Context: an optimization exercise on an open-source flow, tuned for small area, a short achievable clock period and few clock cycles. The choices shown serve that exercise and are no tape-out recipe. In this exercise RTL edits were held to simulation tests only and were not proved equivalent to the original. Power figures rest on the tool's default switching activity, not on a simulated workload.

[design.v]
module alu(
  input wire [7:0] A, B,
  input wire [2:0] select,
  output wire [7:0] alu_out,
  output wire carry_out
);
  reg [7:0] temp_out;
  reg temp_carry;
  always @(*)
  begin
    temp_carry = 0;
    case (select)
      3'b000: {temp_carry, temp_out} = A + B;
      3'b001: temp_out = A - B;
      3'b010: temp_out = A * B;
      3'b011: temp_out = (B == 8'd0) ? 8'hff : A / B;
      3'b100: temp_out = A >> 1;
      default: temp_out = 8'b0000_0000;
    endcase
  end
  assign alu_out = temp_out;
  assign carry_out = temp_carry;
endmodule
module bus(
  input wire memory_enable, memory_load,
  input wire opcode_reg_load,
  input wire register_bank_enable, register_bank_load,
  input wire [7:0] memory_out,
  input wire [7:0] register_bank_out,
  output wire [7:0] memory_in,
  output wire [7:0] opcode_reg_in,
  output wire [7:0] register_bank_in
);
  wire [7:0] bus_driver;
  assign bus_driver = memory_enable ? memory_out : 
                      register_bank_enable ? register_bank_out :
                      8'b0;
  wire [7:0] bus = bus_driver;
  assign memory_in = memory_load ? bus : 8'b0;
  assign opcode_reg_in = opcode_reg_load ? bus : 8'b0;
  assign register_bank_in = register_bank_load ? bus : 8'b0;
endmodule
module register_8bit(
  input wire clk, reset,
  input wire load,
  input wire [7:0] reg_in,
  output wire [7:0] reg_out
);
  reg [7:0] reg_reg;
  wire [7:0] reg_next;
  always @(posedge clk, posedge reset)
    if (reset)
      reg_reg <= 8'h11;
    else
      reg_reg <= reg_next;
  assign reg_next = load ? reg_in : reg_reg;
  assign reg_out = reg_reg;
endmodule
module special_reg(
  input wire clk, reset,
  input wire load,
  input wire [7:0] reg_in,
  output wire [7:0] reg_out
);
  reg [7:0] reg_reg;
  wire [7:0] reg_next;
  always @(posedge clk, posedge reset)
    if (reset)
      reg_reg <= 8'h55;
    else
      reg_reg <= reg_next;
  assign reg_next = load ? reg_in : reg_reg;
  assign reg_out = reg_reg;
endmodule
module register_bank(
 input wire clk, reset,
 input wire acc_sel,
 input wire [1:0] alu_b_sel, bank_out_sel,
 input wire [3:0] destination_sel,
 input wire [2:0] source_sel, 
 input wire [7:0] bank_data_in,    
 input wire [7:0] acc_data_in,     
 output reg [7:0] bank_data_out,  
 output wire [7:0] alu_acc_out,         
 output reg [7:0] alu_B_out
);
  wire [7:0] a_out, b_out, c_out, d_out;
  wire [7:0] a_in, b_in, c_in, d_in;
  wire [7:0] source_a_in, source_b_in, source_c_in, source_d_in;
  wire [7:0] dest_a_out, dest_b_out, dest_c_out, dest_d_out;
  reg [7:0] source_out;
  wire load_a, load_b, load_c, load_d;
  special_reg register_a(
    .clk(clk), .reset(reset),
    .load(load_a),
    .reg_in(a_in),
    .reg_out(a_out)
  );
  register_8bit register_b(
    .clk(clk), .reset(reset),
    .load(load_b),
    .reg_in(b_in),
    .reg_out(b_out)
  );
  register_8bit register_c(
    .clk(clk), .reset(reset),
    .load(load_c),
    .reg_in(c_in),
    .reg_out(c_out)
  );
  register_8bit register_d(
    .clk(clk), .reset(reset),
    .load(load_d),
    .reg_in(d_in),
    .reg_out(d_out)
  );
  assign source_a_in = a_out;
  assign source_b_in = b_out;
  assign source_c_in = c_out;
  assign source_d_in = d_out;
  assign load_a = destination_sel[0];
  assign load_b = destination_sel[1];
  assign load_c = destination_sel[2];
  assign load_d = destination_sel[3];
  always @*
  begin
    case (source_sel)
      3'b000:
        source_out = source_a_in;
      3'b001:
        source_out = source_b_in;
      3'b010:
        source_out = source_c_in;
      3'b011:
        source_out = source_d_in;
      3'b100:
        source_out = bank_data_in;
      default:
        source_out = bank_data_in;
    endcase
  end
  assign a_in = acc_sel ? source_out : acc_data_in;
  assign b_in = source_out;
  assign c_in = source_out;
  assign d_in = source_out;
  always @*
  begin
    case (alu_b_sel)
      2'b01:
        alu_B_out = b_out;
      2'b10:
        alu_B_out = c_out;
      2'b11:
        alu_B_out = d_out;
      default:
        alu_B_out = 8'b0;
    endcase
    case (bank_out_sel)
      2'b00:
        bank_data_out = a_out;
      2'b01:
        bank_data_out = b_out;
      2'b10:
        bank_data_out = c_out;
      default:
        bank_data_out = d_out;
    endcase
  end
  assign alu_acc_out = a_out;
endmodule
module register_file(
  input wire clk, reset,
  input wire [7:0] in_data,
  input wire [7:0] address,
  input wire wr, rd,
  output wire [7:0] out_data
);
  reg [7:0] file [255:0];
  always @(posedge clk)
    if (wr)
      file[address] <= in_data;
  assign out_data = file[address];
endmodule
module move_decoder(
  input wire [7:0] opcode,
  output reg acc_sel,
  output reg [2:0] source_reg_sel,
  output reg [3:0] destination_reg_flag
);
  always @* begin
    source_reg_sel = 3'b000;
    acc_sel = 1'b0;
    destination_reg_flag = 4'b0000;
    case (opcode)
      8'h00:
      begin
        source_reg_sel = 3'b001;
        acc_sel = 1'b1;
        destination_reg_flag = 4'b0001;
      end
      8'h01:
      begin
        source_reg_sel = 3'b010;
        acc_sel = 1'b1;
        destination_reg_flag = 4'b0001;
      end
      8'h02:
      begin
        source_reg_sel = 3'b011;
        acc_sel = 1'b1;
        destination_reg_flag = 4'b0001;
      end
      8'h03:
      begin
        source_reg_sel = 3'b000;
        destination_reg_flag = 4'b0010;
      end
      8'h04:
      begin
        source_reg_sel = 3'b010;
        destination_reg_flag = 4'b0010;
      end
      8'h05:
      begin
        source_reg_sel = 3'b011;
        destination_reg_flag = 4'b0010;
      end
      8'h06:
      begin
        source_reg_sel = 3'b001;
        destination_reg_flag = 4'b0100;
      end
      8'h07:
      begin
        source_reg_sel = 3'b000;
        destination_reg_flag = 4'b0100;
      end
      8'h08:
      begin
        source_reg_sel = 3'b011;
        destination_reg_flag = 4'b0100;
      end
      8'h09:
      begin
        source_reg_sel = 3'b001;
        destination_reg_flag = 4'b1000;
      end
      8'h0a:
      begin
        source_reg_sel = 3'b010;
        destination_reg_flag = 4'b1000;
      end
      8'h0b:
      begin
        source_reg_sel = 3'b000;
        destination_reg_flag = 4'b1000;
      end
      default: ;
    endcase
  end
endmodule
module arithmetic_decoder(
  input wire [7:0] opcode,
  output reg [2:0] alu_sel,
  output reg acc_sel,
  output reg [1:0] alu_b_sel,
  output reg [3:0] destination_reg_flag
);
  always @* begin
    alu_sel = 3'b000;
    acc_sel = 1'b0;
    alu_b_sel = 2'b00;
    destination_reg_flag = 4'b0000;
    case (opcode)
      8'h0c:
      begin
        alu_sel = 3'b000;
        acc_sel = 1'b0;
        alu_b_sel = 2'b01;
        destination_reg_flag = 4'b0001;
      end
      8'h0d:
      begin
        alu_sel = 3'b000;
        acc_sel = 1'b0;
        alu_b_sel = 2'b10;
        destination_reg_flag = 4'b0001;
      end
      8'h0e:
      begin
        alu_sel = 3'b000;
        acc_sel = 1'b0;
        alu_b_sel = 2'b11;
        destination_reg_flag = 4'b0001;
      end
      8'h0f:
      begin
        alu_sel = 3'b001;
        acc_sel = 1'b0;
        alu_b_sel = 2'b01;
        destination_reg_flag = 4'b0001;
      end
      8'h10:
      begin
        alu_sel = 3'b001;
        acc_sel = 1'b0;
        alu_b_sel = 2'b10;
        destination_reg_flag = 4'b0001;
      end
      8'h11:
      begin
        alu_sel = 3'b001;
        acc_sel = 1'b0;
        alu_b_sel = 2'b11;
        destination_reg_flag = 4'b0001;
      end
      8'h12:
      begin
        alu_sel = 3'b010;
        acc_sel = 1'b0;
        alu_b_sel = 2'b01;
        destination_reg_flag = 4'b0001;
      end
      8'h13:
      begin
        alu_sel = 3'b010;
        acc_sel = 1'b0;
        alu_b_sel = 2'b10;
        destination_reg_flag = 4'b0001;
      end
      8'h14:
      begin
        alu_sel = 3'b010;
        acc_sel = 1'b0;
        alu_b_sel = 2'b11;
        destination_reg_flag = 4'b0001;
      end
      8'h15:
      begin
        alu_sel = 3'b011;
        acc_sel = 1'b0;
        alu_b_sel = 2'b01;
        destination_reg_flag = 4'b0001;
      end
      8'h16:
      begin
        alu_sel = 3'b011;
        acc_sel = 1'b0;
        alu_b_sel = 2'b10;
        destination_reg_flag = 4'b0001;
      end
      8'h17:
      begin
        alu_sel = 3'b011;
        acc_sel = 1'b0;
        alu_b_sel = 2'b11;
        destination_reg_flag = 4'b0001;
      end
      default: ;
    endcase
  end
endmodule
module memory_decoder(
  input wire [7:0] opcode,
  output reg [1:0] bank_out_sel,
  output reg [3:0] destination_reg_flag,
  output reg [1:0] state_control
);
  always @* begin
    bank_out_sel = 2'b00;
    destination_reg_flag = 4'b0000;
    state_control = 2'b00;
    case (opcode)
      8'h18:
      begin
        destination_reg_flag = 4'b0001;
        state_control = 2'b01;
      end
      8'h19:
      begin
        destination_reg_flag = 4'b0010;
        state_control = 2'b01;
      end
      8'h1a:
      begin
        destination_reg_flag = 4'b0100;
        state_control = 2'b01;
      end
      8'h1b:
      begin
        destination_reg_flag = 4'b1000;
        state_control = 2'b01;
      end
      8'h1c:
      begin
        bank_out_sel = 2'b00;
        state_control = 2'b10;
      end
      8'h1d:
      begin
        bank_out_sel = 2'b01;
        state_control = 2'b10;
      end
      8'h1e:
      begin
        bank_out_sel = 2'b10;
        state_control = 2'b10;
      end
      8'h1f:
      begin
        bank_out_sel = 2'b11;
        state_control = 2'b10;
      end
      default: ;
    endcase
  end
endmodule
module decoder(
  input wire [7:0] opcode,
  output reg [2:0] alu_sel,
  output reg acc_sel,
  output reg [1:0] alu_b_sel, bank_out_sel,
  output reg [2:0] source_reg_sel,
  output reg [3:0] destination_reg_flag,
  output reg [1:0] state_control
);
  wire acc_sel_move;
  wire [2:0] source_reg_sel_move;
  wire [3:0] destination_reg_flag_move;
  wire [2:0] alu_sel_arith;
  wire acc_sel_arith;
  wire [1:0] alu_b_sel_arith;
  wire [3:0] destination_reg_flag_arith;
  wire [1:0] bank_out_sel_memory;
  wire [3:0] destination_reg_flag_memory;
  wire [1:0] state_control_memory;
  move_decoder move_decoder_m(
    .opcode(opcode),
    .acc_sel(acc_sel_move),
    .source_reg_sel(source_reg_sel_move),
    .destination_reg_flag(destination_reg_flag_move)
  );
  arithmetic_decoder arithmetic_decoder_m(
    .opcode(opcode),
    .alu_sel(alu_sel_arith),
    .acc_sel(acc_sel_arith),
    .alu_b_sel(alu_b_sel_arith),
    .destination_reg_flag(destination_reg_flag_arith)
  );
  memory_decoder memory_decoder_m(
    .opcode(opcode),
    .bank_out_sel(bank_out_sel_memory),
    .destination_reg_flag(destination_reg_flag_memory),
    .state_control(state_control_memory)
  );
  always @* begin
    alu_sel = 3'b000;
    acc_sel = 1'b0;
    alu_b_sel = 2'b00; bank_out_sel = 2'b00;
    source_reg_sel = 3'b000;
    destination_reg_flag = 4'b0000;
    state_control = 2'b00;
    case ({(opcode >= 8'h00 && opcode <= 8'h0b), (opcode >= 8'h0c && opcode <= 8'h17), (opcode >= 8'h18 && opcode <= 8'h1f)})
      3'b100:   
      begin
        acc_sel = acc_sel_move;
        source_reg_sel = source_reg_sel_move;
        destination_reg_flag = destination_reg_flag_move;
      end
      3'b010:   
      begin
        alu_sel = alu_sel_arith;
        acc_sel = acc_sel_arith;
        alu_b_sel = alu_b_sel_arith;
        destination_reg_flag = destination_reg_flag_arith;
      end
      3'b001:
      begin
        bank_out_sel = bank_out_sel_memory;
        destination_reg_flag = destination_reg_flag_memory;
        state_control = state_control_memory;
      end
      default:   
        state_control = (opcode == 8'hff) ? 2'b11 : 2'b00;
    endcase
  end
endmodule
module controller(
  input wire clk, reset, op,
  input wire [7:0] opcode,
  output reg [2:0] alu_sel,
  output reg acc_sel,
  output reg [1:0] alu_b_sel, bank_out_sel,
  output reg [3:0] destination_reg_sel,
  output reg [2:0] source_reg_sel,
  output wire [7:0] bank_data_in,
  output reg memory_enable_bus, memory_load_bus,
  output reg opcode_reg_load_bus,
  output reg register_bank_enable_bus, register_bank_load_bus,
  output reg write,
  output reg [7:0] address,
  output wire done
);
  reg [7:0] opcode_reg, opcode_next;
  reg [7:0] pc_reg, pc_next;     
  reg [7:0] address_reg, address_next;   
  reg [3:0] state_reg, state_next;
  reg [7:0] source_reg, source_next;
  wire [2:0] alu_sel_decoder;
  wire acc_sel_decoder;
  wire [1:0] alu_b_sel_decoder, bank_out_sel_decoder;
  wire [2:0] source_reg_sel_decoder;
  wire [3:0] destination_reg_flag_decoder;
  wire [1:0] state_control;
  decoder decoder_module(
    .opcode(opcode_reg),
    .alu_sel(alu_sel_decoder),
    .acc_sel(acc_sel_decoder),
    .alu_b_sel(alu_b_sel_decoder), .bank_out_sel(bank_out_sel_decoder),
    .source_reg_sel(source_reg_sel_decoder),
    .destination_reg_flag(destination_reg_flag_decoder),
    .state_control(state_control)
  );
  always @(posedge clk, posedge reset)
    if (reset) 
    begin
      state_reg <= 4'b0000;
      pc_reg <= 8'b0;
      opcode_reg <= 8'b0;
      source_reg <= 8'b0;
      address_reg <= 8'b0;
    end
    else
    begin
      state_reg <= state_next;
      pc_reg <= pc_next;
      opcode_reg <= opcode_next;
      source_reg <= source_next;
      address_reg <= address_next;
    end
  always @* begin
    state_next = state_reg;
    pc_next = pc_reg;
    opcode_next = opcode_reg;
    source_next = source_reg;
    address_next = address_reg;
    alu_sel = alu_sel_decoder;
    acc_sel = acc_sel_decoder;
    alu_b_sel = alu_b_sel_decoder; bank_out_sel = bank_out_sel_decoder;
    source_reg_sel = source_reg_sel_decoder;
    destination_reg_sel = 4'b0;
    memory_enable_bus = 1'b0; memory_load_bus = 1'b0;
    opcode_reg_load_bus = 1'b0;
    register_bank_enable_bus = 1'b0; register_bank_load_bus = 1'b0;
    address = pc_reg;
    write = 1'b0;
    case (state_reg)
      4'b0000:
      begin
        if (op)
        begin
          state_next = 4'b0001;
          opcode_next = opcode;
          memory_enable_bus = 1'b1;
          opcode_reg_load_bus = 1'b1;
          pc_next = pc_reg + 1;
        end
      end
      4'b0001:
      begin
        state_next = 4'b0010;
      end
      4'b0010:
      begin
        case (state_control)
          2'b00:
          begin
            destination_reg_sel = destination_reg_flag_decoder;
            state_next = 4'b0000;
          end
          2'b01:
            state_next = 4'b0011;
          2'b10:
            state_next = 4'b0101;
          default:
            state_next = 4'b1000;
        endcase
      end
      4'b0011:
      begin
        memory_enable_bus = 1'b1;
        opcode_reg_load_bus = 1'b1;
        source_next = opcode;
        pc_next = pc_reg + 1;
        state_next = 4'b0100;
      end
      4'b0100:
      begin
        source_reg_sel = 3'b100;
        acc_sel = 1'b1;
        destination_reg_sel = destination_reg_flag_decoder;
        state_next = 4'b0000;
      end
      4'b0101:
      begin
        memory_enable_bus = 1'b1;
        opcode_reg_load_bus = 1'b1;
        address_next = opcode;
        pc_next = pc_reg + 1;
        state_next = 4'b0110;
      end
      4'b0110:
      begin
        address = address_reg;
        register_bank_enable_bus = 1'b1;
        memory_load_bus = 1'b1;
        state_next = 4'b0111;
      end
      4'b0111:
      begin
        address = address_reg;
        register_bank_enable_bus = 1'b1;
        memory_load_bus = 1'b1;
        write = 1'b1;
        state_next = 4'b0000;
      end
      4'b1000:
      begin
        if (!op)
          state_next = 4'b0000;
      end
      default:
        state_next = 4'b0000;
    endcase
  end
  assign bank_data_in = source_reg;
  assign done = (state_reg == 4'b1000);
endmodule
module processor(
  input wire clk, reset,
  input wire op,  
  input wire [7:0] in_data,
  input wire user_write_memory,
  input wire [7:0] user_address,
  output wire [7:0] out_data,  
  output wire done             
);
  wire [7:0] opcode_memory;
  wire [7:0] opcode;
  wire [7:0] address;
  wire [7:0] cu_address;
  wire [7:0] result;
  wire [7:0] result_memory;
  wire [7:0] register_bank_in;
  wire write;
  wire cu_write;
  wire [7:0] alu_out;    
  wire [7:0] alu_a;
  wire [7:0] alu_b;
  wire [2:0] alu_signals;
  wire acc_sel;
  wire [1:0] alu_b_sel, bank_out_sel;
  wire [3:0] destination_reg_sel;
  wire [2:0] source_reg_sel;
  wire memory_enable_bus, memory_load_bus;
  wire opcode_reg_load_bus;
  wire register_bank_enable_bus, register_bank_load_bus;
  wire [7:0] memory_input;
  assign address = (op) ? cu_address : user_address;
  assign write = (op) ? cu_write : user_write_memory;
  assign memory_input = (op) ? result_memory : in_data;
  alu alu_unit(
    .A(alu_a), .B(alu_b),
    .select(alu_signals),
    .alu_out(alu_out)
  );
  register_bank register_bank_unit(
    .clk(clk), .reset(reset),
    .acc_sel(acc_sel),
    .alu_b_sel(alu_b_sel), .bank_out_sel(bank_out_sel),
    .destination_sel(destination_reg_sel),
    .source_sel(source_reg_sel),
    .bank_data_in(register_bank_in),
    .acc_data_in(alu_out),
    .bank_data_out(result),
    .alu_acc_out(alu_a),
    .alu_B_out(alu_b)
  );
  bus bus_unit(
    .memory_enable(memory_enable_bus), .memory_load(memory_load_bus),
    .opcode_reg_load(opcode_reg_load_bus),
    .register_bank_enable(register_bank_enable_bus), .register_bank_load(register_bank_load_bus),
    .memory_out(opcode_memory),
    .memory_in(result_memory),
    .register_bank_out(result),
    .opcode_reg_in(opcode)
  );
  register_file memory_unit(
    .clk(clk), .reset(reset),
    .wr(write), .rd(1'b1),
    .address(address),
    .in_data(memory_input),
    .out_data(opcode_memory)
  );
  controller control_unit(
    .clk(clk), .reset(reset), .op(op),
    .opcode(opcode),
    .alu_sel(alu_signals),
    .acc_sel(acc_sel),
    .alu_b_sel(alu_b_sel), .bank_out_sel(bank_out_sel),
    .destination_reg_sel(destination_reg_sel),
    .source_reg_sel(source_reg_sel),
    .bank_data_in(register_bank_in),
    .memory_enable_bus(memory_enable_bus), .memory_load_bus(memory_load_bus),
    .opcode_reg_load_bus(opcode_reg_load_bus),
    .register_bank_enable_bus(register_bank_enable_bus), .register_bank_load_bus(register_bank_load_bus),
    .write(cu_write),
    .address(cu_address),
    .done(done)
  );
  assign out_data = opcode_memory;
endmodule
[run.sh]
#!/bin/bash
# synth_recipe.tcl (not shown) runs the flow's synth.tcl, then flattens the netlist and writes it again
# the make line also repeats each setting of config.mk as NAME=value (left out here)
make -C /OpenROAD-flow-scripts/flow DESIGN_CONFIG=/design/flow/config.mk WORK_HOME=/design/flow/orfs CLKGATE_MAP_FILE= SYNTH_SCRIPT=/design/flow/synth_recipe.tcl finish
[config.mk]
export PLATFORM = sky130hd
export DESIGN_NAME = processor
export DESIGN_NICKNAME = processor
export VERILOG_FILES = /design/flow/design.v
export SDC_FILE = /design/flow/constraint.sdc
export NUM_CORES = 8
export LEC_CHECK = 0
export CAP_MARGIN = 20
export CORE_MARGIN = 2
export CORE_UTILIZATION = 50
export PLACE_DENSITY = 0.6
export SLEW_MARGIN = 20
[constraint.sdc]
create_clock -name core_clock -period 12.5 [get_ports {clk}]
set_input_delay 2.5000 -clock core_clock [delete_from_list [all_inputs] [get_ports {clk}]]
set_output_delay 2.5000 -clock core_clock [all_outputs]
set_load 0.01 [all_outputs]
==> summary.txt <==
- Run status: no timing/DRC/antenna violations
- DR vias: 52,200
- Count of hold-fix buffers inserted at cts: 0
- Final RePlAce weighted congestion: 1.00
- Source of the worst hold timing path: register_bank_unit.register_d.reg_reg[4]
- Pin count of the biggest net entering global routing: 197
- Worst relative slew slack: 12.8%
- Met3 WL: 37.4 mm
- Number of buffers between clock root and the deepest sink: 3
- GRT Total Usage: 32.7%
- XOR/XNOR share of the synthesized area: 0.407%
- Initial cell density of the core: 50.3%
- Most frequently used flop master after synthesis: sky130_fd_sc_hd__edfxtp_1
- Number of cells on the worst hold path: 2
- Slowest-stage cell, CP: sky130_fd_sc_hd__or4_4
- Number of buffer and inverter stages on the critical path: 12
- Detail Route Antenna Nets: 0
- Power, Total: 24,100 uW
- Count of warnings emitted by yosys: 10
- Origin of the critical flop-to-flop path: control_unit.opcode_reg[1]
- Synthesized net count: 5,113
- Synth-to-Final Area Change: 13.2%
- CTS tree: built
- Number of global-route vias before repair: 49,900
- Commonest cells after routing, fill and taps aside: sky130_fd_sc_hd__edfxtp_1, sky130_fd_sc_hd__nor2_1, sky130_fd_sc_hd__mux4_2
- Fraction of the mapped netlist area in compound gates: 5.36%
- R2R setup slack: 210 ps
- TritonCTS Sinks: 2,116
- # DRC: 0
- Max-slew violation total from the final report: 0
- End of the worst hold path: register_bank_unit.register_d.reg_reg[4]
- First-pass GRT wire length: 404 mm
- Number of synthesized flops with an enable pin: 2,048
- Area share of fa/ha/maj cells after synthesis: 1.40%
- Horizontal die dimension: 422 um
- Multiplexer area fraction after synthesis: 12.9%
- Worst Setup End Kind: flop
- Number of antenna violations at the first check in global routing: 12
- Arrival time at the worst endpoint: 13,070 ps
- Slowest stage delay, CP: 440 ps
- Netlist area before placement: 87,400 um^2
- Transition time at the pin with the least slew margin: 1290 ps
- Hpwl dp: 190 mm
- Max layer used: met5
- Detailed Routing Iterations Pass 1: 6
- Syn Area/Cell: 17.5 um^2
- Main combinational cell family by area after synthesis: multiplexers
- Number of distinct library cell variants in the gate-level netlist after synthesis: 89
- Part of the Yosys area used for sequential elements: 72.4%
- Setup CP Type: flop to flop
- Cell seen most often among critical-path stages: sky130_fd_sc_hd__buf_4
- Share of async-settable or async-resettable flops after synthesis: 3.21%
- Core box area: 174,000 um^2
- Largest fanout on the critical path: 5
- Setup violation total in the final timing report: 0
- Critical path required time: 13,280 ps
- Path class of the lowest-slack min-delay path: flop to flop
- Post-synth top area share: 70.4%
- H-Tree Depth: 4
- Iteration-0 DRC count of the detailed router: 8,451
- Die height: 422 um
- Routed met1 length: 112 mm
- Max Cap Violations: 0
- Minimum clock period after layout: 12,290 ps
- Clk pin slew, worst setup/hold paths: 60 ps
- Average routed wire per standard cell: 37.5 um
- WL final: 292 mm
- Final Skew: 34.9 ps
- I/O Buffers: 28
- Global route overflow: 0
- Total leakage power: 0.0324 uW
- Area fraction in and, or, nand and nor cells after synthesis: 5.60%
- Root Buffer Master: sky130_fd_sc_hd__clkbuf_16
- Largest delay share family, worst path: compound AO/OA/AOI/OAI gates
- Timing-limited maximum frequency: 0.0814 GHz
- Peak supply drop: 0.000822 V
- Later-pin clock latency in the skew report: 860 ps
- Std-Cell Rows: 153
- Fraction of layout cells with a size suffix above 1: 21.4%
- Final hold violations: 0
- Power per cell area: 244 nW/um^2
- Reg-to-reg endpoint: register_bank_unit.register_a.reg_reg[0]
- Gate count of the mapped netlist: 5,003
- Final layout net count: 5,385
- Number of storage elements in the synthesis netlist: 2,116
- Setup repair after global routing missed its margin: yes
- Max FFs per register: 2,048
- Detail-routed via count per cell: 6.71
- Length in cells of the worst reg-to-reg path: 71
- Filler cells: 13,400
- Register containing the most flip-flops in the final layout: memory_unit.file
- Footprint of the multi-input gates: 23,000 um^2
- Routed wire length on met2: 127 mm
- Reg area: 63,200 um^2
- Portion of the clock cycle consumed by the worst path in the final layout: 98.3%
- Inserted Clock Buffers: 208
- Most area-consuming cells after synthesis: sky130_fd_sc_hd__edfxtp_1, sky130_fd_sc_hd__mux4_2, sky130_fd_sc_hd__mux2i_1
- I/O pin count: 29
- Post-Route Utilization: 56.9%
- Die footprint: 178,000 um^2
- Type of origin of the critical path: flop
- Library cell occupying the most area in the post-synthesis netlist: sky130_fd_sc_hd__edfxtp_1
- Most common library cell in the layout ignoring fill and taps: sky130_fd_sc_hd__edfxtp_1
[area by class of cell]
type / count / area share [%]
antenna: 3 / 0.00759
clock buffer: 268 / 5.54
clock inverter: 121 / 1.16
inverter: 81 / 0.309
multi-input combinational: 2527 / 23.2
sequential: 2116 / 63.9
tap: 2325 / 2.94
timing repair buffer: 341 / 2.90
[synth_stat cells (50+ instances only)]
master,n
sky130_fd_sc_hd__mux4_2,398
sky130_fd_sc_hd__nor2_1,438
sky130_fd_sc_hd__nand3_1,108
sky130_fd_sc_hd__o22ai_1,72
sky130_fd_sc_hd__clkbuf_1,126
sky130_fd_sc_hd__nor3_1,50
sky130_fd_sc_hd__a22oi_1,168
sky130_fd_sc_hd__o21ai_0,137
sky130_fd_sc_hd__ha_1,77
sky130_fd_sc_hd__buf_2,76
sky130_fd_sc_hd__edfxtp_1,2048
sky130_fd_sc_hd__inv_1,74
sky130_fd_sc_hd__a21oi_1,98
sky130_fd_sc_hd__dfrtp_1,58
sky130_fd_sc_hd__mux2i_1,180
sky130_fd_sc_hd__nand2_1,300
[where the power goes]
part           switching [uW]  internal, uW  total [uW]
Combinational            5230          4710        9940
Sequential                113          7880        8000
Clock                    2740          3440        6180
Total                    8090         16000       24100
[worst min-delay path: stages (launching register included)]
cell and delay, ps:
sky130_fd_sc_hd__dfstp_2 380, sky130_fd_sc_hd__inv_1 50, sky130_fd_sc_hd__mux2i_1 60
[worst max-delay path by stage]
stage | startpoint | end | slack [ps] | cells past startpoint
floorplan | op | memory_unit.file[0][0] | -3740 | 10
global placement | control_unit.opcode_reg[0] | register_bank_unit.register_a.reg_reg[0] | -1060 | 65
detailed placement | control_unit.opcode_reg[0] | register_bank_unit.register_a.reg_reg[0] | -1250 | 65
CTS | control_unit.opcode_reg[0] | register_bank_unit.register_a.reg_reg[0] | 10 | 69
global route | control_unit.opcode_reg[0] | register_bank_unit.register_a.reg_reg[0] | -390 | 68
finish | control_unit.opcode_reg[1] | register_bank_unit.register_a.reg_reg[0] | 210 | 71
[kinds of logic after synthesis]
family,count (synthesis)
flops,2116
simple gates,1087
compound gates,702
mux,609
buf+inv,360
fa+ha+maj,90
xor+xnor,39
[through the flow]
stage	hold slack (ps)	setup TNS [ps]	setup slack (ps)	instance area, um^2	std cells
6_report	503	0	208	98900	7782
4_1_cts	494	0	11.9	98700	7774
2_1_floorplan	458	-7653820	-3740	87400	5003
3_5_place_dp	480	-1370	-1250	91700	7367
5_1_grt	518	-390	-390	98900	7779
3_3_place_gp	478	-1060	-1060	91700	7367
[per-layer routing]
layer  vias to the layer above  global-route usage (%)
met4                        10                    14.6
met2                      3582                    47.2
met5                         -                       0
li1                      20700                       -
met3                       704                    9.80
met1                     27200                    46.1
[repair_timing]
| item | in CTS | in global routing |
|---|---|---|
| pin swaps | 25 | 30 |
| setup endpoints to repair | 2 | 1 |
| gates resized for setup | 51 | 23 |
| setup buffers | 18 | 5 |
Testbench counts, summed over its fixed seeds: cycles 19,984.

[separate check: timing with driven ports]
How much do the figures lean on ideal ports? The routed layout below was timed once more, with nothing changed but the port constraints. Step 1: set_driving_cell puts a clkbuf_16 on clk and a buf_2 on each other input, an assumption about the parent block. Step 2 adds t to the input delays and takes it off the output delays; t is the mean of the earliest and latest rising clock arrival at the registers after step 1. Input paths then give back, and output paths get back, about the clock's delay inside the block. Slacks: ideal ports / drivers / drivers and shift; pairs: ideal ports / drivers.
t (ns): 0.925
setup WS [ns]: 0.208 / 0.208 / 0.208
clock arrival spread, ns: 0.043 / 0.042
pins driven straight from the clock port: 1
After both steps setup and hold are still met in this run. For this run, drivers alone change the setup slack by 0.000 ns; drivers and shift together by 0.000 ns.
